From an optimization exercise on the open Yosys and OpenROAD flow, aimed at small area and a short achievable clock period; shortcuts taken in it are not production practice.
Only simulation tests tie the RTL to the original design; equivalence was not proved.
Power figures rest on the tool's default switching activity, not on a simulated workload.

==> flow/design.v, too long to show whole: its modules and the start of the top module <==
// module ysyx_22040365_if: 48 lines
// module ysyx_22040365_ifid_reg: 319 lines
// module ysyx_22040365_regfile: 135 lines
// module ysyx_22040365_idex_reg: 290 lines
// module ysyx_22040365_ex: 207 lines
// module ysyx_22040365_exmem_reg: 175 lines
// module ysyx_22040365_mem: 162 lines
// module ysyx_22040365_memwb_reg: 31 lines
// module ysyx_22040365_stall: 43 lines
// module ysyx_22040365_cpu_top: 275 lines
module ysyx_22040365_cpu_top(
input                                    rst,
input                                    clk,
output [63 : 0]          imem_pc,
input  [63 : 0]          imem_rdata,
output                                   dmem_en,
output                                   dmem_wen,
output [63 : 0]          dmem_addr,
output [63 : 0]          dmem_wmask,
output [63 : 0]          dmem_wdata,
input  [63 : 0]          dmem_rdata,
output                                   wb_en,
output [4 : 0]                           wb_addr,
output [63 : 0]          wb_data
);
  // ...
==> flow/run.sh <==
#!/bin/bash
# synth_recipe.tcl (not shown) runs the flow's synth.tcl, then flattens the netlist and writes it again
# the make line also repeats each setting of config.mk as NAME=value (left out here)
make -C /OpenROAD-flow-scripts/flow DESIGN_CONFIG=/design/flow/config.mk WORK_HOME=/design/flow/orfs CLKGATE_MAP_FILE= SYNTH_SCRIPT=/design/flow/synth_recipe.tcl finish
==> flow/config.mk <==
export PLATFORM = sky130hd
export DESIGN_NAME = ysyx_22040365_cpu_top
export DESIGN_NICKNAME = ysyx_22040365_cpu_top
export VERILOG_FILES = /design/flow/design.v
export SDC_FILE = /design/flow/constraint.sdc
export NUM_CORES = 8
export LEC_CHECK = 0
export CAP_MARGIN = 40
export CORE_MARGIN = 2
export CORE_UTILIZATION = 40
export SLEW_MARGIN = 30
==> flow/constraint.sdc <==
create_clock -name core_clock -period 500.0 [get_ports {clk}]
set_input_delay 100.0000 -clock core_clock [delete_from_list [all_inputs] [get_ports {clk}]]
set_output_delay 100.0000 -clock core_clock [all_outputs]
set_load 0.01 [all_outputs]
==> flow_summary.yaml, run 1 <==
layout:
  seq_area_share_pct: 17.55
  seqCellArea_um2: 78950
  nFlopsAndLatches: 2855
  nets: 53980
  n_antenna_cell: 326
  regMostFlops: "u3_ysyx_22040365_regfile.regs"
  fin_area_um2: 449800
  post-route-util_pct: 44.34
  layout_commonest_cell: "nand2_1"
  buffers: 2569
  most-common-layout-cells: "nand2_1 (6382), nor2_1 (5865), inv_1 (4365), fa_1 (3841), ha_1 (3058)"
  multi_input_area_um2: 303800
clocking:
  cts_sinks: 2855
  clk_pin_slew_worst_paths_ps: 70
  postCtsHoldBufs: 0
  numCtsBuffers: 282
  cts_tree: "yes"
  cts_setup_buffers: 0
synth:
  synthFlopType: "edfxtp_1"
  syn_inst: 47030
  synth-edff-count: 2172
  synthAdderAreaFrac_pct: 28.32
  synth-simple-area-share_pct: 17.62
  synthXorXnorAreaFrac_pct: 3.636
  synth_top_area_share_pct: 18.91
worst_hold_path:
  hold_class: "reg -> reg"
  hold_depth: 0
pwr:
  p_leak_nw: 194.6
  switching_power_w: 1.608
  switching_share_pct: 59.95
timing:
  fin_ws_ps: 79580
  fin_crit_sh_pct: 84.08
worst_setup_path:
  cp.depth: 840
  crit_end: "u5_ysyx_22040365_ex.pc_change[61]"
  end_kind: "register"
  reg2reg_from: "u7_ysyx_22040365_mem.rd_addr_78[3]"
  slowest_stage: "nor3_4"
  crit_path_start: "rst"
run_status:
  outcome: "finished clean"
detailed_routing:
  post_drt_wl_per_cell_um: 41.39
  dr_total_vias: 403700
die:
  num_rows: 370
placed_design:
  gp_congestion: 1.109
global_route:
  grtUsageMet2_pct: 67.16
==> module ysyx_22040365_memwb_reg, before the edit <==
module ysyx_22040365_memwb_reg(
input                                    rst,
input                                    clk,
input [63 : 0]           result_78,
input                                    rd_en_78,
input [4 : 0]                            rd_addr_78,
input [31: 0]                            inst_78,
input [63 : 0]           pc_78,
output reg [63 : 0]      result_83,
output reg                               rd_en_83,
output reg [4 : 0]                       rd_addr_83,
output reg [31: 0]                       inst_83,
output reg [63 : 0]      pc_83
);
always@(*)begin
  if(rst)begin
    result_83       =  64'h00000000_00000000;
    rd_en_83        =  1'b0;
    rd_addr_83      =  5'd0;
    inst_83         =  32'd0;
    pc_83           =  64'h00000000_00000000;
  end
  else begin
    result_83       =  result_78;
    rd_en_83        =  rd_en_78;
    rd_addr_83      =  rd_addr_78;
    inst_83         =  inst_78;
    pc_83           =  pc_78;
  end
end
endmodule
==> run 2, diff against run 1 <==
--- a/flow/design.v
+++ b/flow/design.v
@@ -58,19 +58,36 @@
   input  [63 : 0]     pc_12,
   input  [31 : 0] 	                  inst_12,
-  output reg	                        rs1_en_23,
-  output reg [4 : 0]                  rs1_addr_23,
-  output reg	                        rs2_en_23,
-  output reg [4 : 0]                  rs2_addr_23,
-  output reg	                        rd_en_23,
-  output reg [4 : 0]                  rd_addr_23,
-  output reg [63 : 0] imm_23,
-  output reg [63 : 0]	pc_23,
-  output reg [31 : 0]	                inst_23,
-  output reg [7 : 0]                  inst_opcode_23,
-  output reg [6 : 0]                  inst_type_23
+  output	                            rs1_en_23,
+  output     [4 : 0]                  rs1_addr_23,
+  output	                            rs2_en_23,
+  output     [4 : 0]                  rs2_addr_23,
+  output	                            rd_en_23,
+  output     [4 : 0]                  rd_addr_23,
+  output     [63 : 0] imm_23,
+  output     [63 : 0]	pc_23,
+  output     [31 : 0]	                inst_23,
+  output     [7 : 0]                  inst_opcode_23,
+  output     [6 : 0]                  inst_type_23
 );
 wire    pc_reset;
 assign  pc_reset = B_flush||if_flush;
-wire [7  : 0]inst_opcode;  
+reg        v_23;
+reg [31:0] ir_23;
+reg [63 : 0] pc_r;
+always@(posedge clk) begin
+  if(rst || pc_reset) begin
+    v_23  <= 1'b0;
+    ir_23 <= 32'd0;
+    pc_r  <= 64'd0;
+  end
+  else if(!stall_mem_ex) begin
+    v_23  <= 1'b1;
+    ir_23 <= inst_12;
+    pc_r  <= pc_12;
+  end
+end
+assign pc_23 = pc_r;
+wire [31:0] inst_d = ir_23;
+wire [7  : 0]inst_opcode;
 wire [6  : 0]opcode;
 wire [4  : 0]rd;
@@ -80,110 +97,39 @@
 wire [6  : 0]func7;  
 wire [6  : 0]inst_type;
-assign opcode    = inst_12[6  :  0];
-assign rd        = inst_12[11 :  7];
-assign func3     = inst_12[14 : 12];
-assign rs1       = inst_12[19 : 15];
-assign rs2       = inst_12[24 : 20];
-assign func7     = inst_12[31 : 25];
+assign opcode    = inst_d[6  :  0];
+assign rd        = inst_d[11 :  7];
+assign func3     = inst_d[14 : 12];
+assign rs1       = inst_d[19 : 15];
+assign rs2       = inst_d[24 : 20];
+assign func7     = inst_d[31 : 25];
 assign inst_type = {1'b0, S_type, U_type, J_type, B_type, R_type, I_type}; 
-wire [63 : 0]  immI; 
-wire [63 : 0]  immB;
-wire [63 : 0]  immU;
-wire [63 : 0]  immS;
-wire [63 : 0]  immJ;
-assign immI =( (rst == 1'b1) || (pc_reset == 1'b1) ) ? 0 :(  { {52{inst_12[31]}}, inst_12[31:20]} );
-assign immB =( (rst == 1'b1) || (pc_reset == 1'b1) ) ? 0 :(  { {52{inst_12[31]}}, inst_12[7], inst_12[30:25], inst_12[11:8], 1'b0});
-assign immU =( (rst == 1'b1) || (pc_reset == 1'b1) ) ? 0 :(  { {33{inst_12[31]}}, inst_12[30:20], inst_12[19:12], {12{1'b0}} });
-assign immS =( (rst == 1'b1) || (pc_reset == 1'b1) ) ? 0 :(  { {53{inst_12[31]}}, inst_12[30:25], inst_12[11:7] });
-assign immJ =( (rst == 1'b1) || (pc_reset == 1'b1) ) ? 0 :(  { {44{inst_12[31]}}, inst_12[19:12], inst_12[20], inst_12[30:25], inst_12[24:21], 1'b0});
-always@(posedge clk) begin
-  if(rst || pc_reset)begin
-    rs1_addr_23     <= 5'd0;
-    rs2_addr_23     <= 5'd0;
-    rd_addr_23      <= 5'd0;
-    pc_23           <= 64'd0;
-    inst_23         <= 32'd0;
-    inst_opcode_23  <= 8'd0;
-    inst_type_23    <= 7'd0;
-  end
-  else if(stall_mem_ex)begin
-    rs1_addr_23     <= rs1_addr_23   ;
-    rs2_addr_23     <= rs2_addr_23   ;
-    rd_addr_23      <= rd_addr_23    ;
-    pc_23           <= pc_23         ;
-    inst_23         <= inst_23       ;
-    inst_opcode_23  <= inst_opcode_23;
-    inst_type_23    <= inst_type_23  ;
-  end
-  else begin
-    rs1_addr_23     <= rs1;
-    rs2_addr_23     <= rs2;
-    rd_addr_23      <= rd;
-    pc_23           <= pc_12;
-    inst_23         <= inst_12;
-    inst_opcode_23  <= inst_opcode;
-    inst_type_23    <= inst_type;
-  end
-end
-always@(posedge clk) begin
-  if(rst || pc_reset) begin
-    rs1_en_23       <= 1'b0;
-    rs2_en_23       <= 1'b0;
-    rd_en_23        <= 1'b0;
-    imm_23          <= 64'd0;
-  end
-  else if(stall_mem_ex)begin
-    rs1_en_23       <= rs1_en_23 ;
-    rs2_en_23       <= rs2_en_23 ;
-    rd_en_23        <= rd_en_23  ;
-    imm_23          <= imm_23    ;
-  end
-  else begin
+wire [63 : 0]  immI = { {52{inst_d[31]}}, inst_d[31:20]};
+wire [63 : 0]  immB = { {52{inst_d[31]}}, inst_d[7], inst_d[30:25], inst_d[11:8], 1'b0};
+wire [63 : 0]  immU = { {33{inst_d[31]}}, inst_d[30:20], inst_d[19:12], {12{1'b0}} };
+wire [63 : 0]  immS = { {53{inst_d[31]}}, inst_d[30:25], inst_d[11:7] };
+wire [63 : 0]  immJ = { {44{inst_d[31]}}, inst_d[19:12], inst_d[20], inst_d[30:25], inst_d[24:21], 1'b0};
+reg  en1, en2, enr;
+reg  [63 : 0] imm_d;
+always @(*) begin
   case (inst_type)
-  7'b0000001: begin  
-    rs1_en_23       <= 1'b1;
-    rs2_en_23       <= 1'b0;
-    rd_en_23        <= 1'b1;
-    imm_23          <= immI;
-  end
-   7'b0000010: begin  
-    rs1_en_23       <= 1'b1;
-    rs2_en_23       <= 1'b1;
-    rd_en_23        <= 1'b1;
-    imm_23          <= 64'd0;
-  end
-   7'b0000100: begin  
-    rs1_en_23       <= 1'b1;
-    rs2_en_23       <= 1'b1;
-    rd_en_23        <= 1'b0;
-    imm_23          <= immB;
-  end
-  7'b0001000: begin  
-    rs1_en_23       <= 1'b0;
-    rs2_en_23       <= 1'b0;
-    rd_en_23        <= 1'b1;
-    imm_23          <= immJ;
-  end
-  7'b0010000: begin  
-    rs1_en_23       <= 1'b0;
-    rs2_en_23       <= 1'b0;
-    rd_en_23        <= 1'b1;
-    imm_23          <= immU;
-  end
-  7'b0100000: begin  
-    rs1_en_23       <= 1'b1;
-    rs2_en_23       <= 1'b1;
-    rd_en_23        <= 1'b0;
-    imm_23          <= immS;
-  end
-  default: begin  
-    rs1_en_23       <= 1'b0;
-    rs2_en_23       <= 1'b0;
-    rd_en_23        <= 1'b0;
-    imm_23          <= 64'd0;
-  end
+  7'b0000001: begin en1 = 1'b1; en2 = 1'b0; enr = 1'b1; imm_d = immI; end
+  7'b0000010: begin en1 = 1'b1; en2 = 1'b1; enr = 1'b1; imm_d = 64'd0; end
+  7'b0000100: begin en1 = 1'b1; en2 = 1'b1; enr = 1'b0; imm_d = immB; end
+  7'b0001000: begin en1 = 1'b0; en2 = 1'b0; enr = 1'b1; imm_d = immJ; end
+  7'b0010000: begin en1 = 1'b0; en2 = 1'b0; enr = 1'b1; imm_d = immU; end
+  7'b0100000: begin en1 = 1'b1; en2 = 1'b1; enr = 1'b0; imm_d = immS; end
+  default:    begin en1 = 1'b0; en2 = 1'b0; enr = 1'b0; imm_d = 64'd0; end
   endcase
-  end
 end
+assign rs1_en_23      = v_23 & en1;
+assign rs2_en_23      = v_23 & en2;
+assign rd_en_23       = v_23 & enr;
+assign imm_23         = {64{v_23}} & imm_d;
+assign rs1_addr_23    = {5{v_23}} & rs1;
+assign rs2_addr_23    = {5{v_23}} & rs2;
+assign rd_addr_23     = {5{v_23}} & rd;
+assign inst_23        = ir_23;
+assign inst_opcode_23 = {8{v_23}} & inst_opcode;
+assign inst_type_23   = {7{v_23}} & inst_type;
 assign inst_opcode[0] = (inst_addi||inst_addiw||inst_bne ||inst_auipc||inst_addw||inst_and  ||inst_bge ||inst_blt||inst_jalr||inst_or   ||inst_slliw
 ||inst_sll||inst_slti||inst_sltu||inst_sraiw||inst_sraw||inst_srliw||inst_srlw||inst_xor||inst_ld||inst_lbu||inst_lhu||inst_lwu||inst_sw||inst_sb
@@ -286,5 +232,5 @@
                  & ~func7[0] & ~func7[1] & ~func7[2]& ~func7[3]& ~func7[4]& func7[5]& ~func7[6];
 wire  inst_sra   =  ~opcode[2] & ~opcode[3] & opcode[4] &  opcode[5] & ~opcode[6]
-                 & func3[0] & ~func3[1] & func3[2] & inst_12[30]       ;
+                 & func3[0] & ~func3[1] & func3[2] & inst_d[30]       ;
 wire  inst_sraw  =  ~opcode[2] & opcode[3] & opcode[4] &  opcode[5] & ~opcode[6]
                  & func3[0] & ~func3[1] & func3[2]
@@ -297,5 +243,5 @@
                  & ~func7[0]& ~func7[1] & ~func7[2]& ~func7[3]& ~func7[4]& ~func7[5]& ~func7[6];
 wire  inst_srl   =  ~opcode[2] & ~opcode[3] & opcode[4] &  opcode[5] & ~opcode[6]
-                 & func3[0] & ~func3[1] & func3[2] & ~inst_12[30]       ;
+                 & func3[0] & ~func3[1] & func3[2] & ~inst_d[30]       ;
 wire  inst_srlw  =  ~opcode[2] & opcode[3] & opcode[4] &  opcode[5] & ~opcode[6]
                  & func3[0] & ~func3[1] & func3[2]
@@ -372,136 +318,78 @@
 module ysyx_22040365_regfile  (
   input                                   clk,
-	input                                   rst,
-	input                                   stall_mem_ex,
+  input                                   rst,
+  input                                   stall_mem_ex,
   input                                   stall_mem_ex1,
-  input   		                            w_ena,  
-	input        [4  : 0]                   w_addr, 
-	input        [63 : 0]   w_data, 
-  input   		                            rs1_en_23,
-	input        [4  : 0]                   rs1_addr_23,
+  input                                   w_ena,
+  input        [4  : 0]                   w_addr,
+  input        [63 : 0]   w_data,
+  input                                   rs1_en_23,
+  input        [4  : 0]                   rs1_addr_23,
   output reg   [4  : 0]                   rs1_addr_34,
   output reg   [63 : 0]   rs1_data_34,
-  input   		                            rs2_en_23,
-	input        [4  : 0]                   rs2_addr_23,
+  input                                   rs2_en_23,
+  input        [4  : 0]                   rs2_addr_23,
   output reg   [4  : 0]                   rs2_addr_34,
   output reg   [63 : 0]   rs2_data_34,
-  input  	                                 rd_en_23,
-  input        [4 : 0]                     rd_addr_23,
-  input        [63 : 0]    imm_23,
-  input        [63 : 0]	   pc_23,
-  input        [31: 0]	                   inst_23,
-  input        [7 : 0]                     inst_opcode_23,
-  input        [6 : 0]                     inst_type_23,
-  output reg                               rd_en_34,
-  output reg   [4 : 0]                     rd_addr_34,
-  output reg   [63 : 0]    imm_34,
-  output reg   [63 : 0]	   pc_34,
-  output reg   [31: 0]	                   inst_34,
-  output reg   [7 : 0]                     inst_opcode_34,
-  output reg   [6 : 0]                     inst_type_34
+  input                                   rd_en_23,
+  input        [4 : 0]                    rd_addr_23,
+  input        [63 : 0]   imm_23,
+  input        [63 : 0]   pc_23,
+  input        [31: 0]                    inst_23,
+  input        [7 : 0]                    inst_opcode_23,
+  input        [6 : 0]                    inst_type_23,
+  output reg                              rd_en_34,
+  output reg   [4 : 0]                    rd_addr_34,
+  output reg   [63 : 0]   imm_34,
+  output reg   [63 : 0]   pc_34,
+  output reg   [31: 0]                    inst_34,
+  output reg   [7 : 0]                    inst_opcode_34,
+  output reg   [6 : 0]                    inst_type_34
 );
-	reg [63 : 0] 	regs[0:31];
-  always @(posedge clk) begin
-    if(rst) begin
-      rs1_data_34 <= 64'h00000000_00000000;
-    end
-    else if(stall_mem_ex)begin
-      rs1_data_34 <= rs1_data_34;
-    end
-    else if((rs1_en_23==1'b1) &&(rs1_addr_23!=5'd0))begin
-      if((w_ena==1'b1)&&(w_addr==rs1_addr_23))begin
-        rs1_data_34 <= w_data;
-      end
-      else begin
-        rs1_data_34 <= regs[rs1_addr_23];
-      end
-    end
-    else begin
-      rs1_data_34 <= 64'h00000000_00000000;
-    end
-  end
-  always @(posedge clk) begin
-    if(rst) begin
-      rs2_data_34 <= 64'h00000000_00000000;
-    end
-    else if(stall_mem_ex)begin
-      rs2_data_34 <= rs2_data_34;
-    end
-    else if((rs2_en_23==1'b1)&&(rs2_addr_23!=5'd0))begin
-      if((w_ena==1'b1)&&(w_addr==rs2_addr_23))begin
-        rs2_data_34 <= w_data;
-      end
-      else begin
-        rs2_data_34 <= regs[rs2_addr_23];
-      end
-    end
-    else begin
-      rs2_data_34 <= 64'h00000000_00000000;
-    end
-  end
-  always @(posedge clk) begin
-    if(!stall_mem_ex) begin  
-      rd_en_34        <=  rd_en_23;
-      rd_addr_34      <=  rd_addr_23;
-      imm_34          <=  imm_23;
-      pc_34           <=  pc_23;
-      inst_34         <=  inst_23;
-      inst_opcode_34  <=  inst_opcode_23;
-      inst_type_34    <=  inst_type_23;
-      rs1_addr_34     <=  rs1_addr_23;
-      rs2_addr_34     <=  rs2_addr_23;
-    end
-    else begin  
-      rd_en_34        <=  rd_en_34;
-      rd_addr_34      <=  rd_addr_34;
-      imm_34          <=  imm_34;
-      pc_34           <=  pc_34;
-      inst_34         <=  inst_34;
-      inst_opcode_34  <=  inst_opcode_34;
-      inst_type_34    <=  inst_type_34;
-      rs1_addr_34     <=  rs1_addr_34;
-      rs2_addr_34     <=  rs2_addr_34;
-    end
-  end
-  always @(posedge clk) begin
-    if(rst) begin
-    	regs[ 0] <= 64'h00000000_00000000;
-			regs[ 1] <= 64'h00000000_00000000;
-			regs[ 2] <= 64'h00000000_00000000;
-			regs[ 3] <= 64'h00000000_00000000;
-			regs[ 4] <= 64'h00000000_00000000;
-			regs[ 5] <= 64'h00000000_00000000;
-			regs[ 6] <= 64'h00000000_00000000;
-			regs[ 7] <= 64'h00000000_00000000;
-			regs[ 8] <= 64'h00000000_00000000;
-			regs[ 9] <= 64'h00000000_00000000;
-			regs[10] <= 64'h00000000_00000000;
-			regs[11] <= 64'h00000000_00000000;
-			regs[12] <= 64'h00000000_00000000;
-			regs[13] <= 64'h00000000_00000000;
-			regs[14] <= 64'h00000000_00000000;
-			regs[15] <= 64'h00000000_00000000;
-			regs[16] <= 64'h00000000_00000000;
-			regs[17] <= 64'h00000000_00000000;
-			regs[18] <= 64'h00000000_00000000;
-			regs[19] <= 64'h00000000_00000000;
-			regs[20] <= 64'h00000000_00000000;
-			regs[21] <= 64'h00000000_00000000;
-			regs[22] <= 64'h00000000_00000000;
-			regs[23] <= 64'h00000000_00000000;
-			regs[24] <= 64'h00000000_00000000;
-			regs[25] <= 64'h00000000_00000000;
-			regs[26] <= 64'h00000000_00000000;
-			regs[27] <= 64'h00000000_00000000;
-			regs[28] <= 64'h00000000_00000000;
-			regs[29] <= 64'h00000000_00000000;
-			regs[30] <= 64'h00000000_00000000;
-			regs[31] <= 64'h00000000_00000000;
-    end
-    else begin
-			if ((w_ena == 1'b1) && (w_addr != 5'h00))	
-				regs[w_addr] <= w_data;
-		end
+reg  [63 : 0] regs [1:31];
+wire [63 : 0] w_data_g = w_data & {64{~rst}};
+genvar g;
+generate for (g = 1; g < 32; g = g + 1) begin: wr
+  wire w_sel = rst | (w_ena & (w_addr == g));
+  always @(posedge clk) if (w_sel) regs[g] <= w_data_g;
+end endgenerate
+wire [31:0] sel1 = 32'd1 << rs1_addr_23;
+wire [31:0] sel2 = 32'd1 << rs2_addr_23;
+reg  [63 : 0] rd1, rd2;
+integer k;
+always @(*) begin
+  rd1 = 64'd0; rd2 = 64'd0;
+  for (k = 1; k < 32; k = k + 1) begin
+    rd1 = rd1 | ({64{sel1[k]}} & regs[k]);
+    rd2 = rd2 | ({64{sel2[k]}} & regs[k]);
+  end
+end
+always @(posedge clk) begin
+  if(rst) rs1_data_34 <= 64'h00000000_00000000;
+  else if(stall_mem_ex) rs1_data_34 <= rs1_data_34;
+  else if((rs1_en_23==1'b1) &&(rs1_addr_23!=5'd0))
+    rs1_data_34 <= ((w_ena==1'b1)&&(w_addr==rs1_addr_23)) ? w_data : rd1;
+  else rs1_data_34 <= 64'h00000000_00000000;
+end
+always @(posedge clk) begin
+  if(rst) rs2_data_34 <= 64'h00000000_00000000;
+  else if(stall_mem_ex) rs2_data_34 <= rs2_data_34;
+  else if((rs2_en_23==1'b1)&&(rs2_addr_23!=5'd0))
+    rs2_data_34 <= ((w_ena==1'b1)&&(w_addr==rs2_addr_23)) ? w_data : rd2;
+  else rs2_data_34 <= 64'h00000000_00000000;
+end
+always @(posedge clk) begin
+  if(!stall_mem_ex) begin
+    rd_en_34        <=  rd_en_23;
+    rd_addr_34      <=  rd_addr_23;
+    imm_34          <=  imm_23;
+    pc_34           <=  pc_23;
+    inst_34         <=  inst_23;
+    inst_opcode_34  <=  inst_opcode_23;
+    inst_type_34    <=  inst_type_23;
+    rs1_addr_34     <=  rs1_addr_23;
+    rs2_addr_34     <=  rs2_addr_23;
   end
+end
 endmodule
  `timescale 1ns / 1ps
@@ -592,5 +480,5 @@
 assign  op2_bypass_ex  = ((rd_en_56 == 1'b1) && (rd_addr_56 == rs2_addr_34) && (rd_addr_56 != 5'b00000) ) ? 1'b1 : 1'b0;
 always@ (*) begin
-	if( (rst == 1'b1) || (pc_reset == 1'b1) )begin
+	if( pc_reset == 1'b1 )begin
                 rs1_data = 64'h00000000_00000000;
         end
@@ -607,5 +495,5 @@
 end
 always@ (*) begin
-        if( (rst == 1'b1) || (pc_reset == 1'b1) )begin
+        if( pc_reset == 1'b1 )begin
                 rs2_data = 64'h00000000_00000000;
         end
@@ -624,7 +512,6 @@
 wire	[63 : 0]   sub_complement;
 wire    sub_flag       =  (inst_opcode_34==8'b00010010)||(inst_opcode_34==8'b00100100); 
-assign    sub_complement = (rs2_data != 64'h00000000_00000000) ? {~rs2_data[63:0] + 1'b1} : rs2_data[63:0];
 always@(*)begin  
-  if( (rst == 1'b1) || (pc_reset == 1'b1) )begin
+  if( pc_reset == 1'b1 )begin
 	op1_45      = 64'h00000000_00000000;
 	op2_45      = 64'h00000000_00000000;
@@ -641,10 +528,5 @@
         op1_45      =  rs1_data;
         op3_45      =  64'h00000000_00000000;
-            if(sub_flag)begin
-            op2_45      =  sub_complement; 
-            end
-            else begin
-            op2_45      =  rs2_data;
-            end
+            op2_45      =  rs2_data;  
         end
         7'b0000100: begin  
@@ -732,5 +614,5 @@
 );
 always@(*)begin  
-  if( (rst == 1'b1) || (pc_reset == 1'b1) )begin
+  if( pc_reset == 1'b1 )begin
         op_type_45  = 4'b1111;
   end
@@ -778,5 +660,5 @@
 end
 always@(*)begin 
-  if( (rst == 1'b1) || (pc_reset == 1'b1) )begin
+  if( pc_reset == 1'b1 )begin
         inst_opcode_45  =      8'd0;
         rd_en_45        =      1'b0;     
@@ -823,133 +705,67 @@
   output reg [63 : 0] pc_change  
 );
-wire   [5 : 0]                  shamt;
-wire   [63 : 0] op1_shamt;
-assign shamt = (bit_w==1'b0) ? op2_45[5:0] : {1'b0,op2_45[4:0]};
-assign op1_shamt  =  (bit_w==1'b0) ? op1_45[63:0] : op1_45[31:0];
-wire   logic_shamt  = ( (inst_opcode_45==8'b00100000)||(inst_opcode_45==8'b00100001)
-                    ||(inst_opcode_45==8'b00100011)||(inst_opcode_45==8'b00100010));
-wire   arithmetic_w = ( (inst_opcode_45==8'b00011101)||(inst_opcode_45==8'b00011111));
-wire   set_valid;
-wire   slti_valid,sltiu_valid;
-assign slti_valid = ((inst_opcode_45 == 8'b00011001)||(inst_opcode_45 == 8'b00011000))  ? ( ($signed(op1_45) ) < ($signed(op2_45))  ) : 1'b0;
-assign sltiu_valid= ((inst_opcode_45 == 8'b00011010)||(inst_opcode_45 == 8'b00011011)) ? ( (op1_45 < op2_45 )  ) : 1'b0;
-assign set_valid  = slti_valid || sltiu_valid;
-wire [127 : 0]                  extend_data;
-wire [63 : 0]   mul_temp; 
-wire [63 : 0]   div_temp;
-wire [63 : 0]   rem_temp; 
-wire [63 : 0]   MDR_op1_su;
-wire [63 : 0]   MDR_op2_su;
-wire [63 : 0]   MDR_op1;
-wire [63 : 0]   MDR_op2;
-wire extend_valid;
-wire div_valid;
-assign div_valid   =( (inst_opcode_45==8'b00110111)||(inst_opcode_45==8'b00111000)
-||(inst_opcode_45==8'b00111011)||(inst_opcode_45==8'b00111100)
-);
-assign MDR_op1_su  = ((inst_opcode_45 == 8'b00110010)||(inst_opcode_45 == 8'b00110011)
-||(inst_opcode_45 == 8'b00110101)||(inst_opcode_45==8'b00110111)||(inst_opcode_45 == 8'b00111001)
-||(inst_opcode_45 ==8'b00111011)||(inst_opcode_45 ==8'b00111101)) 
-? ($signed(op1_45)) : op1_45;
-assign MDR_op2_su  = ((inst_opcode_45 == 8'b00110010)||(inst_opcode_45 == 8'b00110011)
-||(inst_opcode_45==8'b00110111)||(inst_opcode_45 == 8'b00111001)
-||(inst_opcode_45 ==8'b00111011)||(inst_opcode_45 ==8'b00111101))
-? ($signed(op2_45)) : op2_45;
-assign MDR_op1 = (bit_w==1'b1) ? (MDR_op1_su[31:0]) : MDR_op1_su;
-assign MDR_op2 = (bit_w==1'b1) ? (MDR_op2_su[31:0]) : MDR_op2_su;
-assign extend_valid= ( (inst_opcode_45 == 8'b00110011)||(inst_opcode_45 == 8'b00110100)||(inst_opcode_45 == 8'b00110101));
-assign extend_data = (extend_valid==1'b1) ? (MDR_op1*MDR_op2) : (128'd0);
-assign mul_temp    = (extend_valid==1'b1) ? (extend_data[127:64]) : (extend_data[63:0]) ;
-assign div_temp    = (MDR_op2 == 64'h00000000_00000000) ? 64'hffffffff_ffffffff : (MDR_op1 / MDR_op2);
-assign rem_temp    = (MDR_op2 == 64'h00000000_00000000) ? MDR_op1 : (MDR_op1 % MDR_op2);
-reg    [63 : 0]  ex_data_temp; 
+wire [7:0] opc = inst_opcode_45;
+wire   [5 : 0]                  shamt     = (bit_w==1'b0) ? op2_45[5:0] : {1'b0,op2_45[4:0]};
+wire   [63 : 0] op1_shamt = (bit_w==1'b0) ? op1_45[63:0] : {32'd0, op1_45[31:0]};
+wire   logic_shamt  = (opc==8'b00100000)||(opc==8'b00100001)
+                    ||(opc==8'b00100011)||(opc==8'b00100010);
+wire   arithmetic_w = (opc==8'b00011101)||(opc==8'b00011111);
+wire   lt_u = op1_45 < op2_45;
+wire   lt_s = (op1_45[63] ^ op2_45[63]) ? op1_45[63] : lt_u;
+wire   eq   = op1_45 == op2_45;
+wire   set_valid = (((opc == 8'b00011001)||(opc == 8'b00011000)) & lt_s)
+                 | (((opc == 8'b00011010)||(opc == 8'b00011011)) & lt_u);
+wire   extend_valid = (opc == 8'b00110011)||(opc == 8'b00110100)||(opc == 8'b00110101);
+wire   div_valid    = (opc==8'b00110111)||(opc==8'b00111000)
+                    ||(opc==8'b00111011)||(opc==8'b00111100);
+wire [63 : 0] MDR_op1 = (bit_w==1'b1) ? {32'd0, op1_45[31:0]} : op1_45;
+wire [63 : 0] MDR_op2 = (bit_w==1'b1) ? {32'd0, op2_45[31:0]} : op2_45;
+wire [63 : 0] mulh_hi, div_temp, rem_temp;
+ysyx_22040365_mdu u_mdu(.md(~extend_valid), .a(MDR_op1), .b(MDR_op2), .q(div_temp), .r(rem_temp), .hi(mulh_hi));
+wire   isB    = (inst_type_45 == 7'b0000100);
+wire   isS    = (inst_type_45 == 7'b0100000);
+wire   isJALR = (opc == 8'b00010001);
+wire   isR    = (inst_type_45 == 7'b0000010);
+wire   is_sub = isR & ((opc == 8'b00010010) || (opc == 8'b00100100));
+wire [63 : 0] add_a = isB ? pc_45 : op1_45;
+wire [63 : 0] add_b = (isB | (~isJALR & isS)) ? op3_45 : op2_45;
+wire [63 : 0] add_s = add_a + (add_b ^ {64{is_sub}}) + {63'd0, is_sub};
+wire [63 : 0] add_res = (~isB & isJALR) ? (add_s & 64'h00000000fffffffe) : add_s;
+wire   is_left = (op_type_45 == 4'b0011);
+wire [63 : 0] sr_v = arithmetic_w ? {{32{op1_45[31]}}, op1_45[31:0]} : op1_shamt;
+reg  [63 : 0] op1_rev, sh_out_rev;
+integer b;
+always @(*) for (b = 0; b < 64; b = b + 1) op1_rev[b] = op1_45[63-b];
+wire [63 : 0] sh_in  = is_left ? op1_rev : sr_v;
+wire   sh_fill = ~is_left & ~logic_shamt & sr_v[63];
+wire [64:0] sh_w = $signed({sh_fill, sh_in}) >>> shamt;
+wire [63 : 0] sh_out = sh_w[63:0];
+always @(*) for (b = 0; b < 64; b = b + 1) sh_out_rev[b] = sh_out[63-b];
+reg    [63 : 0]  ex_data_temp;
 wire   [63 : 0]  alu_result;
 assign  alu_result  = (bit_w==1'b1) ? {{32{ex_data_temp[31]}},ex_data_temp[31:0]} : ex_data_temp;
 always@(*)begin
-  if(rst)begin
-    ex_data_temp  = 64'h00000000_00000000;
-  end
-  else begin
     case(op_type_45)
-    4'b0000:begin
-      if(inst_type_45==7'b0000100)begin 
-        ex_data_temp = pc_45  + op3_45;
-      end
-      else if(inst_opcode_45 == 8'b00010001)begin 
-        ex_data_temp = ((op1_45+op2_45) & 64'hfffffffe);
-      end
-      else if(inst_type_45 == 7'b0100000)begin 
-        ex_data_temp = op1_45 + op3_45;
-      end
-      else begin
-        ex_data_temp = op1_45 + op2_45;
-      end
-    end    
-    4'b0001:begin
-      ex_data_temp = mul_temp;
-    end       
-    4'b0010:begin
-      if(div_valid)begin
-      ex_data_temp = div_temp;
-      end
-      else begin
-      ex_data_temp = rem_temp;
-      end
-    end           
-    4'b0011:begin
-      ex_data_temp = op1_45 << shamt;
-    end        
-    4'b0100:begin
-      if(logic_shamt)begin
-        ex_data_temp = op1_shamt >> shamt;
-      end
-      else if(arithmetic_w)begin
-         ex_data_temp = ($signed(op1_45[31:0])) >>> shamt;
-      end
-      else begin
-         ex_data_temp = ($signed(op1_shamt)) >>> shamt;
-      end
-    end 
-    4'b1000:begin
-        if(set_valid)begin ex_data_temp = 64'd1;end
-        else begin         ex_data_temp = 64'd0;end
-    end      
-    4'b0101:begin
-         ex_data_temp = op1_45 ^ op2_45;
-    end         
-    4'b0110:begin
-         ex_data_temp = op1_45 | op2_45;
-    end          
-    4'b0111:begin
-         ex_data_temp = op1_45 & op2_45;
-    end         
-    default:begin
-         ex_data_temp  = 64'h00000000_00000000;
-    end 
+    4'b0000:     ex_data_temp = add_res;
+    4'b0001:    ex_data_temp = extend_valid ? mulh_hi : 64'd0;
+    4'b0010:     ex_data_temp = div_valid ? div_temp : rem_temp;
+    4'b0011:  ex_data_temp = sh_out_rev;
+    4'b0100: ex_data_temp = sh_out;
+    4'b1000:         ex_data_temp = {63'd0, set_valid};
+    4'b0101:   ex_data_temp = op1_45 ^ op2_45;
+    4'b0110:    ex_data_temp = op1_45 | op2_45;
+    4'b0111:   ex_data_temp = op1_45 & op2_45;
+    default:                         ex_data_temp = 64'h00000000_00000000;
     endcase      
-  end
 end
-wire   bne_valid;
-wire   beq_valid;
-wire   bge_valid;
-wire   bgeu_valid;
-wire   blt_valid;
-wire   bltu_valid;
-wire   branch_valid;
-assign bne_valid    = (inst_opcode_45 == 8'b00000101)  ? ( op1_45 != op2_45 ) : 1'b0;
-assign beq_valid    = (inst_opcode_45 == 8'b00001100)  ? ( op1_45 == op2_45 ) : 1'b0;
-assign bge_valid    = (inst_opcode_45 == 8'b00001101)  ? ( ($signed(op1_45) ) >= ($signed(op2_45))) : 1'b0;
-assign bgeu_valid   = (inst_opcode_45 == 8'b00001110) ? ( op1_45 >= op2_45 ) : 1'b0;
-assign blt_valid    = (inst_opcode_45 == 8'b00001111)  ? ( ($signed(op1_45) ) < ($signed(op2_45))  ) : 1'b0;
-assign bltu_valid   = (inst_opcode_45 == 8'b00010000) ? ( op1_45 < op2_45  ) : 1'b0;
-assign branch_valid = (stall_mem_ex!=1'b1) ? 
-                      ((bne_valid==1'b1)||(beq_valid==1'b1)
-                      ||(bge_valid==1'b1)||(bgeu_valid==1'b1)
-                      ||(blt_valid==1'b1)||(bltu_valid==1'b1))
-                      : 1'b0;
-wire    bj_valid;
-wire    jump;
-assign  jump        = ( (inst_opcode_45==8'b00000110)||(inst_opcode_45==8'b00010001) ); 
-assign  bj_valid    = ( (branch_valid==1'b1)||(jump==1'b1));
+wire   branch_any = ((opc == 8'b00000101)  & ~eq)
+                  | ((opc == 8'b00001100)  &  eq)
+                  | ((opc == 8'b00001101)  & ~lt_s)
+                  | ((opc == 8'b00001110) & ~lt_u)
+                  | ((opc == 8'b00001111)  &  lt_s)
+                  | ((opc == 8'b00010000) &  lt_u);
+wire   branch_valid = (stall_mem_ex!=1'b1) & branch_any;
+wire    jump        = (opc==8'b00000110)||(opc==8'b00010001); 
+wire    bj_valid    = branch_valid | jump;
 always@(posedge clk)begin
   if(rst) begin
@@ -959,8 +775,8 @@
       pc_change       <= 64'h00000000_00000000;
   end
-  else if(stall_mem_ex1&&B_flush)begin 
+  else if(stall_mem_ex1&&B_flush)begin
       B_flush         <= 1'b0;
       pc_change       <= alu_result;
-      ex_data_56      <= ex_data_56;  
+      ex_data_56      <= ex_data_56;
       store_data_56   <= store_data_56;
   end
@@ -969,5 +785,5 @@
       B_flush         <= 1'b1;
       pc_change       <= alu_result;
-      ex_data_56      <= pc_45 + 4;  
+      ex_data_56      <= pc_45 + 4;
       store_data_56   <= 64'h00000000_00000000;
     end
@@ -988,5 +804,5 @@
     pc_56           <= 64'h00000000_00000000;
   end
-  else if(stall_mem_ex1)begin  
+  else if(stall_mem_ex1)begin
     inst_opcode_56  <= inst_opcode_56 ;
     rd_en_56        <= rd_en_56       ;
@@ -1004,4 +820,147 @@
 end  
 endmodule
+module ysyx_22040365_mdu (input md, input [63:0] a, input [63:0] b, output [63:0] q, output [63:0] r, output [63:0] hi);
+wire [63:0] nb [0:6];
+wire [5:0] s;
+assign nb[6] = b;
+assign s[5] = ~|nb[6][63:32];
+assign nb[5] = s[5] ? {nb[6][31:0], 32'b0} : nb[6];
+assign s[4] = ~|nb[5][63:48];
+assign nb[4] = s[4] ? {nb[5][47:0], 16'b0} : nb[5];
+assign s[3] = ~|nb[4][63:56];
+assign nb[3] = s[3] ? {nb[4][55:0], 8'b0} : nb[4];
+assign s[2] = ~|nb[3][63:60];
+assign nb[2] = s[2] ? {nb[3][59:0], 4'b0} : nb[3];
+assign s[1] = ~|nb[2][63:62];
+assign nb[1] = s[1] ? {nb[2][61:0], 2'b0} : nb[2];
+assign s[0] = ~|nb[1][63:63];
+assign nb[0] = s[0] ? {nb[1][62:0], 1'b0} : nb[1];
+wire [63:0] d = nb[0];
+wire [127:0] X = {64'b0, a} << s;
+wire bz = ~|b;
+reg signed [6:0] m2, m1, m0, mm1;
+always @(*) begin case (d[62:60])
+  3'd0: begin m2 = 12; m1 = 4; m0 = -4; mm1 = -13; end
+  3'd1: begin m2 = 14; m1 = 5; m0 = -5; mm1 = -15; end
+  3'd2: begin m2 = 15; m1 = 5; m0 = -5; mm1 = -16; end
+  3'd3: begin m2 = 17; m1 = 6; m0 = -5; mm1 = -17; end
+  3'd4: begin m2 = 19; m1 = 7; m0 = -6; mm1 = -19; end
+  3'd5: begin m2 = 20; m1 = 7; m0 = -6; mm1 = -20; end
+  3'd6: begin m2 = 22; m1 = 8; m0 = -6; mm1 = -21; end
+  3'd7: begin m2 = 24; m1 = 9; m0 = -7; mm1 = -23; end
+  default: begin m2 = 0; m1 = 0; m0 = 0; mm1 = 0; end
+endcase end
+wire [67:0] S [0:33];
+wire [67:0] C [0:33];
+wire [65:0] Qp, Qn;
+assign S[0] = {68{md}} & {6'b0, X[127:66]};
+assign C[0] = 68'b0;
+wire [67:0] dd1 = {4'b0, d};
+wire [67:0] dd2 = {3'b0, d, 1'b0};
+wire [63:0] bs = md ? d : a;
+wire [67:0] bb1 = {4'b0, bs};
+wire [67:0] bb2 = {3'b0, bs, 1'b0};
+wire [66:0] yb = {2'b0, b, 1'b0};
+wire [34:1] cc;
+assign cc[1] = 1'b0;
+genvar j;
+generate for (j = 1; j <= 33; j = j + 1) begin: it
+  wire [67:0] sy = md ? {S[j-1][65:0], X[2*(33-j)+1 : 2*(33-j)]} : {2'b00, S[j-1][67:2]};
+  wire [67:0] cy = md ? {C[j-1][65:0], 2'b00} : {2'b00, C[j-1][67:2]};
+  wire [2:0] bd = yb[2*j:2*j-2];
+  wire bone = bd[1] ^ bd[0]; wire btwo = (bd[2] & ~bd[1] & ~bd[0]) | (~bd[2] & bd[1] & bd[0]); wire bneg = bd[2];
+  if (j > 1) begin: ch wire [2:0] cs = {1'b0, S[j-1][1:0]} + {1'b0, C[j-1][1:0]} + {2'b0, cc[j-1]}; assign cc[j] = cs[2]; end
+  wire [7:0] yh;
+  if (j == 1) begin: e1 assign yh = sy[67:60] + cy[67:60]; end
+  else begin: en assign yh = it[j-1].x9[8:1]; end
+  wire [7:0] cA_m2 = {~yh[7], yh[6:0]}; wire [7:0] cB_m2 = ~{~m2[6], m2[6], m2[5:0]};
+  wire [7:0] cg_m2 = cA_m2 & cB_m2; wire [7:0] ct_m2 = cA_m2 | cB_m2;
+  wire k1_m2 = ct_m2[0];
+  wire h21_m2 = cg_m2[2] | ct_m2[2]&cg_m2[1]; wire t21_m2 = ct_m2[2]&ct_m2[1];
+  wire h43_m2 = cg_m2[4] | ct_m2[4]&cg_m2[3]; wire t43_m2 = ct_m2[4]&ct_m2[3];
+  wire h65_m2 = cg_m2[6] | ct_m2[6]&cg_m2[5]; wire t65_m2 = ct_m2[6]&ct_m2[5];
+  wire h7_m2 = cg_m2[7];  wire t7_m2 = ct_m2[7];
+  wire h73_m2 = h7_m2 | t7_m2&h65_m2 | t7_m2&t65_m2&h43_m2; wire t73_m2 = t7_m2&t65_m2&t43_m2;
+  wire k3_m2 = h21_m2 | t21_m2&k1_m2;
+  wire ge_m2 = h73_m2 | t73_m2&k3_m2;
+  wire [7:0] cA_m1 = {~yh[7], yh[6:0]}; wire [7:0] cB_m1 = ~{~m1[6], m1[6], m1[5:0]};
+  wire [7:0] cg_m1 = cA_m1 & cB_m1; wire [7:0] ct_m1 = cA_m1 | cB_m1;
+  wire k1_m1 = ct_m1[0];
+  wire h21_m1 = cg_m1[2] | ct_m1[2]&cg_m1[1]; wire t21_m1 = ct_m1[2]&ct_m1[1];
+  wire h43_m1 = cg_m1[4] | ct_m1[4]&cg_m1[3]; wire t43_m1 = ct_m1[4]&ct_m1[3];
+  wire h65_m1 = cg_m1[6] | ct_m1[6]&cg_m1[5]; wire t65_m1 = ct_m1[6]&ct_m1[5];
+  wire h7_m1 = cg_m1[7];  wire t7_m1 = ct_m1[7];
+  wire h73_m1 = h7_m1 | t7_m1&h65_m1 | t7_m1&t65_m1&h43_m1; wire t73_m1 = t7_m1&t65_m1&t43_m1;
+  wire k3_m1 = h21_m1 | t21_m1&k1_m1;
+  wire ge_m1 = h73_m1 | t73_m1&k3_m1;
+  wire [7:0] cA_m0 = {~yh[7], yh[6:0]}; wire [7:0] cB_m0 = ~{~m0[6], m0[6], m0[5:0]};
+  wire [7:0] cg_m0 = cA_m0 & cB_m0; wire [7:0] ct_m0 = cA_m0 | cB_m0;
+  wire k1_m0 = ct_m0[0];
+  wire h21_m0 = cg_m0[2] | ct_m0[2]&cg_m0[1]; wire t21_m0 = ct_m0[2]&ct_m0[1];
+  wire h43_m0 = cg_m0[4] | ct_m0[4]&cg_m0[3]; wire t43_m0 = ct_m0[4]&ct_m0[3];
+  wire h65_m0 = cg_m0[6] | ct_m0[6]&cg_m0[5]; wire t65_m0 = ct_m0[6]&ct_m0[5];
+  wire h7_m0 = cg_m0[7];  wire t7_m0 = ct_m0[7];
+  wire h73_m0 = h7_m0 | t7_m0&h65_m0 | t7_m0&t65_m0&h43_m0; wire t73_m0 = t7_m0&t65_m0&t43_m0;
+  wire k3_m0 = h21_m0 | t21_m0&k1_m0;
+  wire ge_m0 = h73_m0 | t73_m0&k3_m0;
+  wire [7:0] cA_mm1 = {~yh[7], yh[6:0]}; wire [7:0] cB_mm1 = ~{~mm1[6], mm1[6], mm1[5:0]};
+  wire [7:0] cg_mm1 = cA_mm1 & cB_mm1; wire [7:0] ct_mm1 = cA_mm1 | cB_mm1;
+  wire k1_mm1 = ct_mm1[0];
+  wire h21_mm1 = cg_mm1[2] | ct_mm1[2]&cg_mm1[1]; wire t21_mm1 = ct_mm1[2]&ct_mm1[1];
+  wire h43_mm1 = cg_mm1[4] | ct_mm1[4]&cg_mm1[3]; wire t43_mm1 = ct_mm1[4]&ct_mm1[3];
+  wire h65_mm1 = cg_mm1[6] | ct_mm1[6]&cg_mm1[5]; wire t65_mm1 = ct_mm1[6]&ct_mm1[5];
+  wire h7_mm1 = cg_mm1[7];  wire t7_mm1 = ct_mm1[7];
+  wire h73_mm1 = h7_mm1 | t7_mm1&h65_mm1 | t7_mm1&t65_mm1&h43_mm1; wire t73_mm1 = t7_mm1&t65_mm1&t43_mm1;
+  wire k3_mm1 = h21_mm1 | t21_mm1&k1_mm1;
+  wire ge_mm1 = h73_mm1 | t73_mm1&k3_mm1;
+  wire ge2 = ge_m2; wire ge1 = ge_m1; wire ge0 = ge_m0; wire gem1 = ge_mm1;
+  wire p2 = ge2; wire p1 = ge1 & ~ge2; wire n1 = gem1 & ~ge0; wire n2 = ~gem1;
+  wire pos = ge1;
+  wire one = md ? (p1|n1) : bone; wire two = md ? (p2|n2) : btwo; wire sg = md ? pos : bneg;
+  wire [64:0] m = ({65{one}} & bb1[64:0]) | ({65{two}} & bb2[64:0]);
+  wire [2:0] tp;
+  if (j == 1) begin: t1 assign tp = md ? {3{sg}} : {~sg, sg, sg}; end
+  else begin: tn assign tp = md ? {3{sg}} : {1'b0, 1'b1, ~sg}; end
+  wire [67:0] tt = {tp, m ^ {65{sg}}};
+  assign S[j] = sy ^ cy ^ tt;
+  wire [67:0] mj = (sy & cy) | (sy & tt) | (cy & tt);
+  assign C[j] = {mj[66:0], sg};
+  wire [8:0] ua = sy[65:57]; wire [8:0] ub = cy[65:57];
+  wire [8:0] ap = ua ^ ub; wire [8:0] ag = ua & ub;
+  wire g1_0 = ag[1] | ap[1]&ag[0];
+  wire g3_2 = ag[3] | ap[3]&ag[2]; wire p3_2 = ap[3]&ap[2];
+  wire g5_4 = ag[5] | ap[5]&ag[4]; wire p5_4 = ap[5]&ap[4];
+  wire g7_6 = ag[7] | ap[7]&ag[6]; wire p7_6 = ap[7]&ap[6];
+  wire g2_0 = ag[2] | ap[2]&g1_0; wire g3_0 = g3_2 | p3_2&g1_0;
+  wire g7_4 = g7_6 | p7_6&g5_4; wire p7_4 = p7_6&p5_4;
+  wire g6_4 = ag[6] | ap[6]&g5_4; wire p6_4 = ap[6]&p5_4;
+  wire g4_0 = ag[4] | ap[4]&g3_0; wire g5_0 = g5_4 | p5_4&g3_0; wire g6_0 = g6_4 | p6_4&g3_0; wire g7_0 = g7_4 | p7_4&g3_0;
+  wire [8:0] a9 = ap ^ {g7_0, g6_0, g5_0, g4_0, g3_0, g2_0, g1_0, ag[0], 1'b0};
+  wire [8:0] w1 = dd1[65:57]; wire [8:0] w2 = dd2[65:57];
+  wire zz = ~(p1|p2|n1|n2);
+  wire [8:0] xp = ({9{p2}} & (a9 ^ ~w2)) | ({9{p1}} & (a9 ^ ~w1)) | ({9{zz}} & a9) | ({9{n1}} & (a9 ^ w1)) | ({9{n2}} & (a9 ^ w2));
+  wire [8:0] xg = ({9{p2}} & (a9 & ~w2)) | ({9{p1}} & (a9 & ~w1)) | ({9{n1}} & (a9 & w1)) | ({9{n2}} & (a9 & w2));
+  wire e1_0 = xg[1] | xp[1]&xg[0];
+  wire e3_2 = xg[3] | xp[3]&xg[2]; wire f3_2 = xp[3]&xp[2];
+  wire e5_4 = xg[5] | xp[5]&xg[4]; wire f5_4 = xp[5]&xp[4];
+  wire e7_6 = xg[7] | xp[7]&xg[6]; wire f7_6 = xp[7]&xp[6];
+  wire e2_0 = xg[2] | xp[2]&e1_0; wire e3_0 = e3_2 | f3_2&e1_0;
+  wire e7_4 = e7_6 | f7_6&e5_4; wire f7_4 = f7_6&f5_4;
+  wire e6_4 = xg[6] | xp[6]&e5_4; wire f6_4 = xp[6]&f5_4;
+  wire e4_0 = xg[4] | xp[4]&e3_0; wire e5_0 = e5_4 | f5_4&e3_0; wire e6_0 = e6_4 | f6_4&e3_0; wire e7_0 = e7_4 | f7_4&e3_0;
+  wire [8:0] x9 = xp ^ {e7_0, e6_0, e5_0, e4_0, e3_0, e2_0, e1_0, xg[0], 1'b0};
+  assign Qp[2*(33-j)+1 : 2*(33-j)] = {p2, p1};
+  assign Qn[2*(33-j)+1 : 2*(33-j)] = {n2, n1};
+end endgenerate
+wire [67:0] R = S[33] + C[33] + {67'b0, ~md & cc[33]};
+assign hi = R[63:0];
+wire neg = R[67];
+wire [67:0] R2 = S[33] + C[33] + dd1;
+wire [63:0] Rc = neg ? R2[63:0] : R[63:0];
+wire [63:0] Qv = Qp[63:0] - Qn[63:0] - {63'b0, neg};
+wire [63:0] rr = Rc >> s;
+assign q = bz ? {64{1'b1}} : Qv;
+assign r = bz ? a : rr;
+endmodule
  `timescale 1ns / 1ps
 module ysyx_22040365_exmem_reg(
@@ -1035,134 +994,19 @@
                        ||(inst_opcode_56 == 8'b00101011)||(inst_opcode_56 == 8'b00101100)
                        ||(inst_opcode_56 == 8'b00101101));
-reg  [63 : 0]      wmask_temp;
-wire [63 : 0]      sw_mask;
-reg  [63 : 0]      sh_mask;
-reg  [63 : 0]      sb_mask;
-assign sw_mask = (ex_data_56[2]==1'b1) ? (64'hffffffff00000000) : (64'h00000000ffffffff); 
-always@(*)begin
-  if(rst)begin
-    sh_mask =  64'h00000000_00000000;
-  end
-  else begin
-    case(ex_data_56[2:1])
-    2'b00:begin     sh_mask =  64'h000000000000ffff;end
-    2'b01:begin     sh_mask =  64'h00000000ffff0000;end
-    2'b10:begin     sh_mask =  64'h0000ffff00000000;end
-    default:begin   sh_mask =  64'hffff000000000000;end
-    endcase
-  end
-end
-always@(*)begin
-  if(rst)begin
-    sb_mask =  64'h00000000_00000000;
-  end
-  else begin
-    case (ex_data_56[2:0])
-    3'b000:begin  sb_mask = 64'h00000000000000ff;end
-    3'b001:begin  sb_mask = 64'h000000000000ff00;end
-    3'b010:begin  sb_mask = 64'h0000000000ff0000;end
-    3'b011:begin  sb_mask = 64'h00000000ff000000;end
-    3'b100:begin  sb_mask = 64'h000000ff00000000;end
-    3'b101:begin  sb_mask = 64'h0000ff0000000000;end
-    3'b110:begin  sb_mask = 64'h00ff000000000000;end
-    default:begin sb_mask = 64'hff00000000000000;end
-    endcase
-  end
-end
+wire st_w = (inst_opcode_56 == 8'b00101111);
+wire st_h = (inst_opcode_56 == 8'b00110000);
+wire st_b = (inst_opcode_56 == 8'b00110001);
+wire [2:0] st_off = {ex_data_56[2] & (st_w | st_h | st_b), ex_data_56[1] & (st_h | st_b), ex_data_56[0] & st_b};
+wire [63 : 0] st_size = st_b ? 64'h00000000000000ff : st_h ? 64'h000000000000ffff
+                                      : st_w ? 64'h00000000ffffffff : 64'hffffffffffffffff;
 always@(*)begin
-  if(rst)begin
-    wmask_temp = 64'h00000000_00000000;
-  end
-  else begin
-    case(inst_opcode_56)
-    8'b00101110:begin wmask_temp = 64'hffffffffffffffff;end
-    8'b00101111:begin wmask_temp = sw_mask; end
-    8'b00110000:begin wmask_temp = sh_mask; end
-    8'b00110001:begin wmask_temp = sb_mask; end
-    default:begin  wmask_temp = 64'hffffffffffffffff;end
-    endcase
-  end
-end
-reg  [63 : 0]      store_data_temp;
-wire [63 : 0]      store_data_temp_sw;
-reg  [63 : 0]      store_data_temp_sh;
-reg  [63 : 0]      store_data_temp_sb;
-assign store_data_temp_sw = (ex_data_56[2]==1'b1) ? ((store_data_56<<32)&sw_mask) : (store_data_56&sw_mask);
-always@(*)begin
-  if(rst)begin
-    store_data_temp_sh =  64'h00000000_00000000;
-  end
-  else begin
-    case(ex_data_56[2:1])
-    2'b00:begin     store_data_temp_sh =  store_data_56 & sh_mask;      end
-    2'b01:begin     store_data_temp_sh =  (store_data_56<<16) & sh_mask;end
-    2'b10:begin     store_data_temp_sh =  (store_data_56<<32) & sh_mask;end
-    default:begin   store_data_temp_sh =  (store_data_56<<48) & sh_mask;end
-    endcase
-  end
+  store_67        = store_temp_67 & ~load_temp_67;
+  load_67         = load_temp_67;
+  ex_data_67      = ex_data_56;
+  wmask_67        = st_size << {st_off, 3'b000};
+  store_data_67   = (store_data_56 << {st_off, 3'b000}) & wmask_67;
 end
 always@(*)begin
-  if(rst)begin
-    store_data_temp_sb =  64'h00000000_00000000;
-  end
-  else begin
-    case (ex_data_56[2:0])
-    3'b000:begin  store_data_temp_sb = store_data_56 & sb_mask;      end
-    3'b001:begin  store_data_temp_sb = (store_data_56<<8) & sb_mask; end
-    3'b010:begin  store_data_temp_sb = (store_data_56<<16)& sb_mask; end
-    3'b011:begin  store_data_temp_sb = (store_data_56<<24)& sb_mask; end
-    3'b100:begin  store_data_temp_sb = (store_data_56<<32)& sb_mask; end
-    3'b101:begin  store_data_temp_sb = (store_data_56<<40)& sb_mask; end
-    3'b110:begin  store_data_temp_sb = (store_data_56<<48)& sb_mask; end
-    default:begin store_data_temp_sb = (store_data_56<<56)& sb_mask; end
-    endcase
-  end
-end
-always@(*)begin
-  if(rst)begin
-    store_data_temp = 64'h00000000_00000000;
-  end
-  else begin
-    case(inst_opcode_56)
-    8'b00101110:begin store_data_temp = store_data_56; end
-    8'b00101111:begin store_data_temp = store_data_temp_sw; end
-    8'b00110000:begin store_data_temp = store_data_temp_sh; end
-    8'b00110001:begin store_data_temp = store_data_temp_sb; end
-    default:begin  store_data_temp = store_data_56;end
-    endcase
-  end
-end
-always@(*)begin
-  if(rst)begin
-    store_67        = 1'b0;
-    load_67         = 1'b0;
-    ex_data_67      = 64'h00000000_00000000;
-    store_data_67   = 64'h00000000_00000000;
-    wmask_67        = 64'h00000000_00000000;
-  end
-  else if(load_temp_67)begin
-    store_67        = 1'b0;
-    load_67         = 1'b1;
-    ex_data_67      = ex_data_56;
-    store_data_67   = 64'h00000000_00000000;
-    wmask_67        = 64'h00000000_00000000; 
-  end
-  else if(store_temp_67)begin
-    store_67        = 1'b1;
-    load_67         = 1'b0;
-    ex_data_67      = ex_data_56;
-    store_data_67   = store_data_temp;
-    wmask_67        = wmask_temp;
-  end
-  else begin
-    store_67        = 1'b0;
-    load_67         = 1'b0;
-    ex_data_67      = ex_data_56;
-    store_data_67   = 64'h00000000_00000000;
-    wmask_67        = 64'h00000000_00000000;
-  end
-end
-always@(*)begin
-  if(rst)begin
+  if(1'b0)begin
    rd_en_67         = 1'b0;
    rd_addr_67       = 5'd0;
@@ -1231,114 +1075,17 @@
 assign dmem_wdata = store_data_67;
 wire [63 : 0]  dtcm_data = dmem_rdata;
-reg  [63 : 0]  lb_temp;
-reg  [63 : 0]  lbu_temp;
-reg  [63 : 0]  lh_temp;
-reg  [63 : 0]  lhu_temp;
-reg  [63 : 0]  lw_temp;
-reg  [63 : 0]  lwu_temp;
-always@(*)begin
-  if(rst)begin
-    load_data  = 64'h00000000_00000000;
-  end
-  else begin
-    case(inst_opcode_67)
-    8'b00101000 :begin load_data = lb_temp;  end
-    8'b00101001:begin load_data = lbu_temp; end
-    8'b00101010 :begin load_data = lh_temp;  end
-    8'b00101011:begin load_data = lhu_temp; end
-    8'b00101100 :begin load_data = lw_temp;  end
-    8'b00101101:begin load_data = lwu_temp; end
-    8'b00100111 :begin load_data = dtcm_data;end
-    default: begin load_data = 64'h00000000_00000000;end  
-    endcase
-  end
-end
-always@(*)begin
-  if(rst)begin
-    lb_temp     = 64'h00000000_00000000;
-  end
-  else begin
-    case(ex_data_67[2:0])
-    3'b000:begin lb_temp  = {{56{dtcm_data[7]}}  ,dtcm_data[7:0]  };end
-    3'b001:begin lb_temp  = {{56{dtcm_data[15]}} ,dtcm_data[15:8] };end
-	  3'b010:begin lb_temp  = {{56{dtcm_data[23]}} ,dtcm_data[23:16]};end
-	  3'b011:begin lb_temp  = {{56{dtcm_data[31]}} ,dtcm_data[31:24]};end
-	  3'b100:begin lb_temp  = {{56{dtcm_data[39]}} ,dtcm_data[39:32]};end
-	  3'b101:begin lb_temp  = {{56{dtcm_data[47]}} ,dtcm_data[47:40]};end
-    3'b110:begin lb_temp  = {{56{dtcm_data[55]}} ,dtcm_data[55:48]};end
-	  3'b111:begin lb_temp  = {{56{dtcm_data[63]}} ,dtcm_data[63:56]};end
-	  default:begin lb_temp = {{56{dtcm_data[7]}}  ,dtcm_data[7:0]  };end
-    endcase
-  end
-end
-always@(*)begin
-  if(rst)begin
-    lbu_temp     = 64'h00000000_00000000;
-  end
-  else begin
-    case(ex_data_67[2:0])
-    3'b000:begin lbu_temp  = {{56{1'b0}} ,dtcm_data[7:0] }; end
-    3'b001:begin lbu_temp  = {{56{1'b0}} ,dtcm_data[15:8] };end
-	  3'b010:begin lbu_temp  = {{56{1'b0}} ,dtcm_data[23:16]};end
-	  3'b011:begin lbu_temp  = {{56{1'b0}} ,dtcm_data[31:24]};end
-	  3'b100:begin lbu_temp  = {{56{1'b0}} ,dtcm_data[39:32]};end
-	  3'b101:begin lbu_temp  = {{56{1'b0}} ,dtcm_data[47:40]};end
-    3'b110:begin lbu_temp  = {{56{1'b0}} ,dtcm_data[55:48]};end
-	  3'b111:begin lbu_temp  = {{56{1'b0}} ,dtcm_data[63:56]};end
-	  default:begin lbu_temp = {{56{1'b0}} ,dtcm_data[7:0]  };end
-    endcase
-  end
-end
-always@(*)begin
-  if(rst)begin
-    lh_temp     = 64'h00000000_00000000;
-  end
-  else begin
-    case(ex_data_67[2:1])
-    2'b00:begin lh_temp   = {{48{dtcm_data[15]}} ,dtcm_data[15:0] };end
-    2'b01:begin lh_temp   = {{48{dtcm_data[31]}} ,dtcm_data[31:16]};end
-    2'b10:begin lh_temp   = {{48{dtcm_data[47]}} ,dtcm_data[47:32]};end
-    2'b11:begin lh_temp   = {{48{dtcm_data[63]}} ,dtcm_data[63:48]};end
-    default:begin lh_temp = {{48{dtcm_data[15]}} ,dtcm_data[15:0] };end
-    endcase
-  end
-end
-always@(*)begin
-  if(rst)begin
-    lhu_temp     = 64'h00000000_00000000;
-  end
-  else begin
-    case(ex_data_67[2:1])
-    2'b00:begin lhu_temp   = {{48{1'b0}} ,dtcm_data[15:0] };end
-    2'b01:begin lhu_temp   = {{48{1'b0}} ,dtcm_data[31:16]};end
-    2'b10:begin lhu_temp   = {{48{1'b0}} ,dtcm_data[47:32]};end
-    2'b11:begin lhu_temp   = {{48{1'b0}} ,dtcm_data[63:48]};end
-    default:begin lhu_temp = {{48{1'b0}} ,dtcm_data[15:0] };end
-    endcase
-  end
-end
+wire ld_b  = (inst_opcode_67 == 8'b00101000) | (inst_opcode_67 == 8'b00101001);
+wire ld_h  = (inst_opcode_67 == 8'b00101010) | (inst_opcode_67 == 8'b00101011);
+wire ld_w  = (inst_opcode_67 == 8'b00101100) | (inst_opcode_67 == 8'b00101101);
+wire ld_s  = (inst_opcode_67 == 8'b00101000) | (inst_opcode_67 == 8'b00101010)
+           | (inst_opcode_67 == 8'b00101100);
+wire [2:0] ld_off = {ex_data_67[2] & (ld_b | ld_h | ld_w), ex_data_67[1] & (ld_b | ld_h), ex_data_67[0] & ld_b};
+wire [63 : 0] ld_sh = dtcm_data >> {ld_off, 3'b000};
+wire ld_sign = ld_s & (ld_b ? ld_sh[7] : ld_h ? ld_sh[15] : ld_sh[31]);
 always@(*)begin
-  if(rst)begin
-    lw_temp     = 64'h00000000_00000000;
-  end
-  else begin
-    case(ex_data_67[2])
-    1'b0: begin lw_temp = {{32{dtcm_data[31]}} ,dtcm_data[31:0]  };end
-    1'b1: begin lw_temp = {{32{dtcm_data[63]}} ,dtcm_data[63:32] };end
-    default:begin lw_temp = {{32{dtcm_data[31]}} ,dtcm_data[31:0]};end
-    endcase
-  end
-end
-always@(*)begin
-  if(rst)begin
-    lwu_temp     = 64'h00000000_00000000;
-  end
-  else begin
-    case(ex_data_67[2])
-    1'b0: begin lwu_temp = {{32{1'b0}} ,dtcm_data[31:0]  };end
-    1'b1: begin lwu_temp = {{32{1'b0}} ,dtcm_data[63:32] };end
-    default:begin lwu_temp = {{32{1'b0}} ,dtcm_data[31:0]};end
-    endcase
-  end
+  load_data[7:0]   = ld_sh[7:0];
+  load_data[15:8]  = ld_b ? {8{ld_sign}}  : ld_sh[15:8];
+  load_data[31:16] = (ld_b | ld_h) ? {16{ld_sign}} : ld_sh[31:16];
+  load_data[63:32] = (ld_b | ld_h | ld_w) ? {32{ld_sign}} : ld_sh[63:32];
 end
 endmodule
@@ -1359,5 +1106,5 @@
 );
 always@(*)begin
-  if(rst)begin
+  if(1'b0)begin
     result_83       =  64'h00000000_00000000;
     rd_en_83        =  1'b0;
==> flow/flow/run.sh (new file) <==
#!/bin/bash
# Own flow: the standard layout (standard synthesis, floorplan, place, CTS, route),
# with the resizer's timing repair asked to leave a setup margin, so that it shortens
# the critical paths below the clock period. The SDC and the period are unchanged.
set -euo pipefail
bash standard.sh SETUP_SLACK_MARGIN=398 finish > standard_flow.log 2>&1
==> flow/standard.sh (new file) <==
#!/bin/bash
# synth_recipe.tcl (not shown) runs the flow's synth.tcl, then flattens the netlist and writes it again
# the make line also repeats each setting of config.mk as NAME=value (left out here)
make -C /OpenROAD-flow-scripts/flow DESIGN_CONFIG=/design/flow/config.mk WORK_HOME=/design/flow/orfs CLKGATE_MAP_FILE= SYNTH_SCRIPT=/design/flow/synth_recipe.tcl "${@:-finish}"
--- a/flow/config.mk
+++ b/flow/config.mk
@@ -6,6 +6,7 @@
 export NUM_CORES = 8
 export LEC_CHECK = 0
-export CAP_MARGIN = 40
+export ABC_AREA = 1
+export CAP_MARGIN = 20
 export CORE_MARGIN = 2
-export CORE_UTILIZATION = 40
-export SLEW_MARGIN = 30
+export CORE_UTILIZATION = 38
+export SLEW_MARGIN = 20
removed: flow/run.sh
==> run 2 against run 1 <==
  * Register-to-register slack better by 220000 ps
  * Total power increased by 86%
  * Worst hold slack improved by 30 ps
  * Largest power group unchanged
  * Flip-flop and latch count decreased by 105
  * Core utilization up 0.69 points
  * The layout now fails its checks (capacitance limit, slew limit)
  * Highest routed layer unchanged
==> flow_summary.yaml, run 2 <==
run_status:
  outcome: "finished with violations"
  so.violations: "capacitance limit, slew limit"
clocking:
  cts_tree: "yes"
  postCtsHoldBufs: 0
  cts_sinks: 2750
  clk_pin_slew_worst_paths_ps: 70
  clk_latency_ps: 1040
  numCtsBuffers: 288
worst_hold_path:
  hold_class: "reg -> reg"
  hold_depth: 0
layout:
  most-common-layout-cells: "nand2_1 (12000), inv_1 (4743), o21ai_0 (4406), buf_4 (2679), o22ai_1 (2386)"
  layout_commonest_cell: "nand2_1"
  largest_reg_flops: 1984
  regMostFlops: "u3_ysyx_22040365_regfile.regs"
  nets: 54900
worst_setup_path:
  slowest_stage: "nor2_1"
  crit_end: "u5_ysyx_22040365_ex.ex_data_56[54]"
  cp.depth: 635
  reg2reg_from: "u3_ysyx_22040365_regfile.rs1_addr_34[4]"
  crit_top_cell: "nand2_2"
  end_kind: "register"
  crit_path_start: "u3_ysyx_22040365_regfile.rs1_addr_34[4]"
  crit_type: "reg -> reg"
synth:
  yosysMostFrequentCell: "nand2_1"
  syn_area_per_cell_um2: 7.396
  synthFlopType: "edfxtp_1"
  synth_top_area_share_pct: 17.12
  synth-edff-count: 2108
  syn_inst: 49980
  syn_area_um2: 369600
pwr:
  switching_power_w: 3.143
  vdd_drop_max_v: 0.009975
  seq_power_w: 0.000285
  switching_share_pct: 62.95
  p_leak_nw: 186.6
die:
  num_rows: 362
  die_h_um: 990.3
detailed_routing:
  dr_total_vias: 402200
  post_drt_wl_per_cell_um: 36.17
  drc: 0
global_route:
  grt_antenna_before_repair: 346
  grt_pass1_wl_um: 3099000
  overflow: 0
placed_design:
  gp_congestion: 1.104
  dp_hpwl_um: 1741000
timing:
  slew_violations: 4
  fin_crit_sh_pct: 21.40
  period_minus_slack_ps: 107020
job:
  timing.max_cap.violations: 1
[run 2: cell types whose count changed after synthesis, sizes merged, moves of 1280 or more]
cell   before    now
nand2    6517  13604
nand3     634   2478
mux4     1280      0
o21ai    2172   5242
fa       3841   2211
nor2     5975   2530
o22ai     150   2507
[run 2: cell families (layout without fill, tap and decap cells)]
| family | count (synthesis) | after routing | synth area share, % |
|---|---|---|---|
| xor+xnor | 2667 | 2667 | 6.319 |
| buf+inv | 8934 | 9843 | 10.47 |
| flops | 2750 | 2750 | 20.60 |
| fa+ha+maj | 4071 | 4071 | 18.27 |
| other cells | 0 | 314 | 0 |
| compound gates | 11700 | 11700 | 19.27 |
| simple gates | 19650 | 19690 | 24.50 |
| mux | 207 | 207 | 0.5639 |
[run 2: per-layer routing]
layer	wire length (um)	share of wire (%)	track usage, %
met5	1135	0.049	0.2283
met4	278700	12	42.35
met3	272200	12	14.22
met2	956400	41	65.52
met1	812500	35	52.09
[run 2: layout make-up]
| cell class | instances | area [um^2] | area share (%) |
|---|---|---|---|
| multi-input cells | 38340 | 275100 | 62.93 |
| flip-flops and latches | 2750 | 76400 | 17.48 |
| repair buffers | 3809 | 37070 | 8.480 |
| inverters | 5503 | 22070 | 5.050 |
| well taps | 12920 | 16170 | 3.699 |
| clock buffers | 375 | 7787 | 1.782 |
| clock inverters | 143 | 1627 | 0.3721 |
| diodes | 314 | 785.8 | 0.1798 |
| repair inverters | 13 | 110.1 | 0.02519 |
[run 2: per-stage QoR]
| stage | total power [W] | setup slack [ps] | util (%) | cell area [um^2] | instances |
|---|---|---|---|---|---|
| final | 4.994 | 392980 | 45.03 | 437100 | 64160 |
| after global routing | 5.160 | 390110 | 44.98 | 436500 | 63940 |
| after CTS | 4.349 | 391610 | 43.10 | 418400 | 62930 |
| after detailed placement | 3.450 | 358540 | 39.90 | 387300 | 61330 |
| after global placement | 3.409 | 357910 | 39.88 | 387100 | 61330 |
| after floorplan | 3.632 | 396860 | - | 369900 | 49980 |
[run 2: what timing repair did]
item / 4_1_cts / 5_1_grt
cloned: 125 / 40
gates resized for setup: 3502 / 2271
buffers inserted: 950 / 875
hold endpoints to repair: 0 / 0
setup endpoints to repair: 1396 / 920
pin swaps: 672 / 1600

static timing again, ports no longer ideal:
No port has a modelled driver above. Below, the same layouts with a new extraction and two added sets of constraints.
Step 1 sets driving cells, clkbuf_16 on the clock port and buf_2 on the other inputs (assumed; they add their load-dependent delay and slew).
Step 2 adds t to the input delays and takes it off the output delays; t is the mean of the earliest and latest rising clock arrival at the registers after step 1. Input paths then give back, and output paths get back, about the clock's delay inside the block.
a / b / c = ideal / step 1 / step 2; a / b = the first two.
| run | t, ns | setup WS [ns] | worst setup path at the end | latest minus earliest clock arrival (ns) |
|---|---|---|---|---|
| run 1 | 1.026 | 79.584 / 79.642 / 78.616 | input to register | 0.147 / 0.147 |
| run 2 | 1.092 | 392.979 / 392.979 / 392.979 | register to register | 0.114 / 0.114 |
The setup slack of run 1, which loses most, moves by +0.058 ns with the drivers and by -0.968 ns with both steps.
